This is an optimization exercise on Yosys and OpenROAD, whose aim is small area, not a production implementation.
Only simulation tests tie the RTL to the original design; equivalence was not proved.
The clock port is modelled as an ideal driver; clocking choices that lean on that would not hold on a real chip.
No activity file was given, so power comes from the tool's default toggle rates.

Design Pin_Verify, start of the top module:
module Pin_Verify
(
input        clock_in,
input        sys_reset,
input        Button_input0,
input        Button_input1,
input        Button_input2,
input        Button_input3,
output reg   PIN_TRUE,
output reg   PIN_FALSE,
output [6:0] seg0,
output [6:0] seg1,
output [6:0] seg2,
output [6:0] seg3,
output [6:0] seg4,
output [6:0] seg5,
output [6:0] redled_out
);
Size in the first run: about 320 cells after synthesis, ~60 flip-flops, ~57 I/O pins, about 2700 µm² of cells after synthesis.
==> module Pin_Verify, before the edit <==
module Pin_Verify
(
input        clock_in,
input        sys_reset,
input        Button_input0,
input        Button_input1,
input        Button_input2,
input        Button_input3,
output reg   PIN_TRUE,
output reg   PIN_FALSE,
output [6:0] seg0,
output [6:0] seg1,
output [6:0] seg2,
output [6:0] seg3,
output [6:0] seg4,
output [6:0] seg5,
output [6:0] redled_out
);
reg  [4:0] dc;
wire rise = ~dc[0] & ~dc[1] & ~dc[3];
always @(posedge clock_in)
	if (sys_reset) dc <= 5'b00111;
	else if (rise) dc <= 5'b01111;
	else           dc <= {dc[3:0], dc[4] ^ dc[2]};
reg        h;
reg  [9:0] c1;
wire c1_term = (c1 == 10'h29b);
wire c1_top  = &c1[8:1];
wire tick    = c1_top & c1[0];
wire tick_d  = c1_top & ~c1[0] & c1[9] & h;
wire clk_en  = h;
always @(posedge clock_in)
	if (sys_reset | (c1_term & ~h)) begin h <= 1'b1; c1 <= 10'h3ff; end
	else if (c1_term)               begin h <= 1'b0; c1 <= 10'h3fe; end
	else                            c1 <= {c1[8:0], c1[9] ^ c1[6]};
wire [3:0] bin = ~{Button_input3, Button_input2, Button_input1, Button_input0};
reg  [4:0] cnt [3:0];
reg  [3:0] db;
genvar i;
generate for (i = 0; i < 4; i = i + 1) begin : g_db
	wire [4:0] x = cnt[i] ~^ {5{bin[i]}};
	wire a1 = x[0];
	wire a2 = a1 & x[1];
	wire a3 = a2 & x[2];
	wire a4 = a3 & x[3];
	wire e  = rise & ~(a4 & x[4]);
	wire [4:0] t = {e & a4, e & a3, e & a2, e & a1, e};
	wire [4:0] c = cnt[i];
	always @(posedge clock_in)
		if (sys_reset) begin
			cnt[i] <= 5'd0;
			db[i]  <= 1'b0;
		end else begin
			db[i]  <= db[i] ? (c[4] | c[3] | c[2] | (c[1] & c[0]))
			                : (c[4] & c[3] & c[2] & (c[1] | c[0]));
			cnt[i] <= c ^ t;
		end
end endgenerate
wire db_zero   = (db == 4'b0000);
wire db_onehot = (db == 4'b0001) | (db == 4'b0010) | (db == 4'b0100) | (db == 4'b1000);
reg  bflag;      
reg  rep;        
reg  [2:0] tmo;  
wire report = db_onehot & ~bflag;
wire [2:0] tmo_a = report ? 3'd0 : tmo;
wire [2:0] tmo_b = tick ? {tmo_a[1:0], ~tmo_a[2]} : tmo_a;
wire clr = tick_d & ~tmo[2] & ~tmo[0];
always @(posedge clock_in)
	if (sys_reset) begin
		bflag <= 1'b0;
		rep   <= 1'b0;
		tmo   <= 3'd0;
	end else begin
		if (db_zero)     bflag <= 1'b0;
		else if (report) bflag <= 1'b1;
		rep <= report;
		tmo <= (tmo_b == 3'b100) ? 3'd0 : tmo_b;
	end
reg       L, j1, j2;
reg [2:0] k;
reg       e1, q;
reg       g;
reg       mf;
wire [2:0] ke = q ? 3'b000 : k;    
wire hit  = ke[1] ? (ke[0] ? db[3] : db[2]) : (ke[0] ? db[1] : db[0]);
wire k5    = ke[2] & ke[0];
wire judge = rep & k5 & (~L | g);
wire ok    = mf & hit;
always @(posedge clock_in)
	if (sys_reset) begin
		L <= 1'b0; j1 <= 1'b0; j2 <= 1'b0;
		k <= 3'b000; e1 <= 1'b0; q <= 1'b0; g <= 1'b0; mf <= 1'b1;
		PIN_TRUE <= 1'b0; PIN_FALSE <= 1'b0;
	end else begin
		j1 <= judge;
		j2 <= j1;
		e1 <= rep & ~judge;
		q  <= clr & g;
		if (judge & ok) L <= ~L;
		if (judge) begin
			PIN_TRUE  <= ok;
			PIN_FALSE <= ~ok;
		end
		if (clr) begin
			if (~g) k <= 3'b000;
			g  <= 1'b0;
			mf <= 1'b1;
		end else begin
			if (q | j1)  k <= 3'b000;
			else if (e1) k <= {k[0] ? (k[1] & ~k[2]) : k[2], k[0] ? ~k[2] : k[1], ~k[0]};
			if (judge) begin
				g  <= 1'b0;
				mf <= 1'b1;
			end else if (rep) begin
				if (k5) g <= 1'b1;
				mf <= ok;
			end
		end
	end
wire pin_flag = j2 & PIN_FALSE;
wire s = L ^ ((j1 | j2) & PIN_TRUE);
assign redled_out = {1'b0, 1'b1, k[0] | k[1] | k[2], k[1] | k[2], k[2] | (k[1] & k[0]), k[2], k[2] & k[0]};
reg ef;    
reg ec;    
reg cf;    
wire inc = ef & clk_en & ~cf;
always @(posedge clock_in)
	if (sys_reset) begin
		ef <= 1'b0; ec <= 1'b0; cf <= 1'b0;
	end else begin
		if (ef) cf <= clk_en;
		if (pin_flag) begin
			ef <= 1'b1; ec <= 1'b0;
		end else if (inc) begin
			if (ec) ef <= 1'b0;
			ec <= 1'b1;
		end
	end
localparam seg_C = 7'b0100111, seg_L = 7'b1000111, seg_O = 7'b1000000,
           seg_S = 7'b0010010, seg_E = 7'b0000110, seg_D = 7'b0100001,
           seg_P = 7'b0001100, seg_N = 7'b0101011, seg_R = 7'b0101111,
           seg_CL = 7'b1111111;
assign seg5 = ef ? seg_E  : s ? seg_O  : seg_C;
assign seg4 = ef ? seg_R  : s ? seg_P  : seg_L;
assign seg3 = ef ? seg_R  : s ? seg_E  : seg_O;
assign seg2 = ef ? seg_O  : s ? seg_N  : seg_S;
assign seg1 = ef ? seg_R  : s ? seg_CL : seg_E;
assign seg0 = ef ? seg_CL : s ? seg_CL : seg_D;
endmodule
clock: 10.0 ns
lec_check: 0
cap_margin: 20
core_margin: 2
core_utilization: 40
slew_margin: 20
standard.sh (not shown) runs the stock make flow with config.mk's settings and CLKGATE_MAP_FILE= SYNTH_SCRIPT=/design/flow/synth_recipe.tcl, a recipe that flattens the netlist after the stock synthesis.
==> flow/flow/run.sh <==
#!/bin/bash
# Own layout flow: ORFS with four changes.
#  1. Synthesis is synth_recipe.tcl (the standard synthesis) except for the
#     ABC step: ABC runs once per flow/abc*.script (area-oriented mapping,
#     different random seeds) on the same design and the smallest result is
#     kept (flow/best_abc.tcl). Registers are mapped before ABC, as in the
#     standard synthesis, so they come out the same.
#  2. Ports are buffered with sky130_fd_sc_hd__buf_1.
#  3. Before CTS the registers are split by position into two groups, each
#     driven by its own clkbuf_16 on the clock port (flow/prects.tcl); CTS
#     then finds the clock already buffered and leaves it alone.
#  4. Constant outputs share the tie cells Yosys made (no tie cell per port).
# Each tool's output goes to a log file in this folder (make.log, with the
# per-step ORFS logs under orfs/logs/) and write_def.log.
set -euo pipefail
W=$(pwd)
F=$W/flow
sed 's#^  log_cmd abc {\*}\$abc_args#  best_abc $abc_args#' \
  "$FLOW_HOME/scripts/synth.tcl" > "$W/synth_orfs_best.tcl"
grep -q "best_abc \$abc_args" "$W/synth_orfs_best.tcl"
{
  echo "source $F/best_abc.tcl"
  sed "s#source \$::env(SCRIPTS_DIR)/synth.tcl#source $W/synth_orfs_best.tcl#" "$W/synth_recipe.tcl"
} > "$W/synth_best.tcl"
grep -q "synth_orfs_best.tcl" "$W/synth_best.tcl"
export BEST_ABC_SCRIPTS="$(ls "$F"/abc*.script | tr '\n' ' ')"
make -C "$FLOW_HOME" DESIGN_CONFIG="$W/config.mk" WORK_HOME="$W/orfs" CLKGATE_MAP_FILE= \
  SYNTH_SCRIPT="$W/synth_best.tcl" \
  "BUFFER_PORTS_ARGS=-buffer_cell sky130_fd_sc_hd__buf_1" \
  "CTS_ARGS=-sink_clustering_enable -repair_clock_nets -dont_use_dummy_load" \
  PRE_CTS_TCL="$F/prects.tcl" NCLK=2 CLKBUF=sky130_fd_sc_hd__clkbuf_16 \
  SKIP_REPAIR_TIE_FANOUT=1 \
  finish > "$W/make.log" 2>&1
R=$W/orfs/results/sky130hd/Pin_Verify/base
: # left out here: write the final layout as DEF
Other scripts of this flow, unchanged in this note and not shown: flow/flow/abc0.script, flow/flow/abc1.script, flow/flow/abc2.script, flow/flow/abc3.script, flow/flow/abc4.script, flow/flow/abc5.script, flow/flow/abc6.script, flow/flow/abc7.script, flow/flow/abc8.script, flow/flow/best_abc.tcl, flow/flow/prects.tcl
Change:
--- a/flow/design.v
+++ b/flow/design.v
@@ -75,54 +75,53 @@
 		else if (report) bflag <= 1'b1;
 		rep <= report;
 		tmo <= (tmo_b == 3'b100) ? 3'd0 : tmo_b;
 	end
 reg       L, j1, j2;
 reg [2:0] k;
-reg       e1, q;
 reg       g;
 reg       mf;
-wire [2:0] ke = q ? 3'b000 : k;    
-wire hit  = ke[1] ? (ke[0] ? db[3] : db[2]) : (ke[0] ? db[1] : db[0]);
-wire k5    = ke[2] & ke[0];
+reg [2:0] r;       
+wire hit  = k[1] ? (k[0] ? db[3] : db[2]) : (k[0] ? db[1] : db[0]);
+wire k5    = k[2] & k[0];
 wire judge = rep & k5 & (~L | g);
 wire ok    = mf & hit;
 always @(posedge clock_in)
 	if (sys_reset) begin
 		L <= 1'b0; j1 <= 1'b0; j2 <= 1'b0;
-		k <= 3'b000; e1 <= 1'b0; q <= 1'b0; g <= 1'b0; mf <= 1'b1;
+		k <= 3'b000; g <= 1'b0; mf <= 1'b1; r <= 3'b000;
 		PIN_TRUE <= 1'b0; PIN_FALSE <= 1'b0;
 	end else begin
 		j1 <= judge;
 		j2 <= j1;
-		e1 <= rep & ~judge;
-		q  <= clr & g;
 		if (judge & ok) L <= ~L;
 		if (judge) begin
 			PIN_TRUE  <= ok;
 			PIN_FALSE <= ~ok;
 		end
 		if (clr) begin
-			if (~g) k <= 3'b000;
+			if (~g) r <= 3'b000;
+			k  <= 3'b000;
 			g  <= 1'b0;
 			mf <= 1'b1;
 		end else begin
-			if (q | j1)  k <= 3'b000;
-			else if (e1) k <= {k[0] ? (k[1] & ~k[2]) : k[2], k[0] ? ~k[2] : k[1], ~k[0]};
+			r <= k;
 			if (judge) begin
+				k  <= 3'b000;
 				g  <= 1'b0;
 				mf <= 1'b1;
 			end else if (rep) begin
+				k  <= {k[0] ? (k[1] & ~k[2]) : k[2], k[0] ? ~k[2] : k[1], ~k[0]};
 				if (k5) g <= 1'b1;
 				mf <= ok;
 			end
 		end
 	end
 wire pin_flag = j2 & PIN_FALSE;
 wire s = L ^ ((j1 | j2) & PIN_TRUE);
-assign redled_out = {1'b0, 1'b1, k[0] | k[1] | k[2], k[1] | k[2], k[2] | (k[1] & k[0]), k[2], k[2] & k[0]};
+assign redled_out = {1'b0, 1'b1, r[0] | r[1] | r[2], r[1] | r[2], r[2] | (r[1] & r[0]), r[2], r[2] & r[0]};
 reg ef;    
 reg ec;    
 reg cf;    
 wire inc = ef & clk_en & ~cf;
 always @(posedge clock_in)
 	if (sys_reset) begin
Wire length decreases by 3.3%.
Die area is higher by 0.52%.
Synthesized cell count grows by 1.9%.
Final area increases by 0.55%.
Total power decreases by 5.0%.
Global-route usage falls by 0.22 points.
Register-to-register slack degrades by 0.13 ns.

## static timing again, ports no longer ideal
No port has a modelled driver above. Below, the same layouts with a new extraction and two added sets of constraints.
Step 1 sets driving cells, clkbuf_16 on the clock port and buf_2 on the other inputs (assumed; they add their load-dependent delay and slew).
Step 2 adds t to the input delays and takes it off the output delays; t is the mean of the earliest and latest rising clock arrival at the registers after step 1. Input paths then give back, and output paths get back, about the clock's delay inside the block.
Three values: ideal, step 1, step 2; two values: the first two.
run	shift t [ns]	setup slack, ns	worst data-port slew with drivers (ns)	cell pins on the clock port's net
the first run	0.214	6.132 / 6.160 / 5.947	0.03	2
the second run	0.210	6.518 / 6.473 / 6.425	0.03	2
After both steps every run listed still meets setup and hold. For the first run, which loses most, drivers alone change the setup slack by +0.028 ns; drivers and shift together by -0.185 ns.
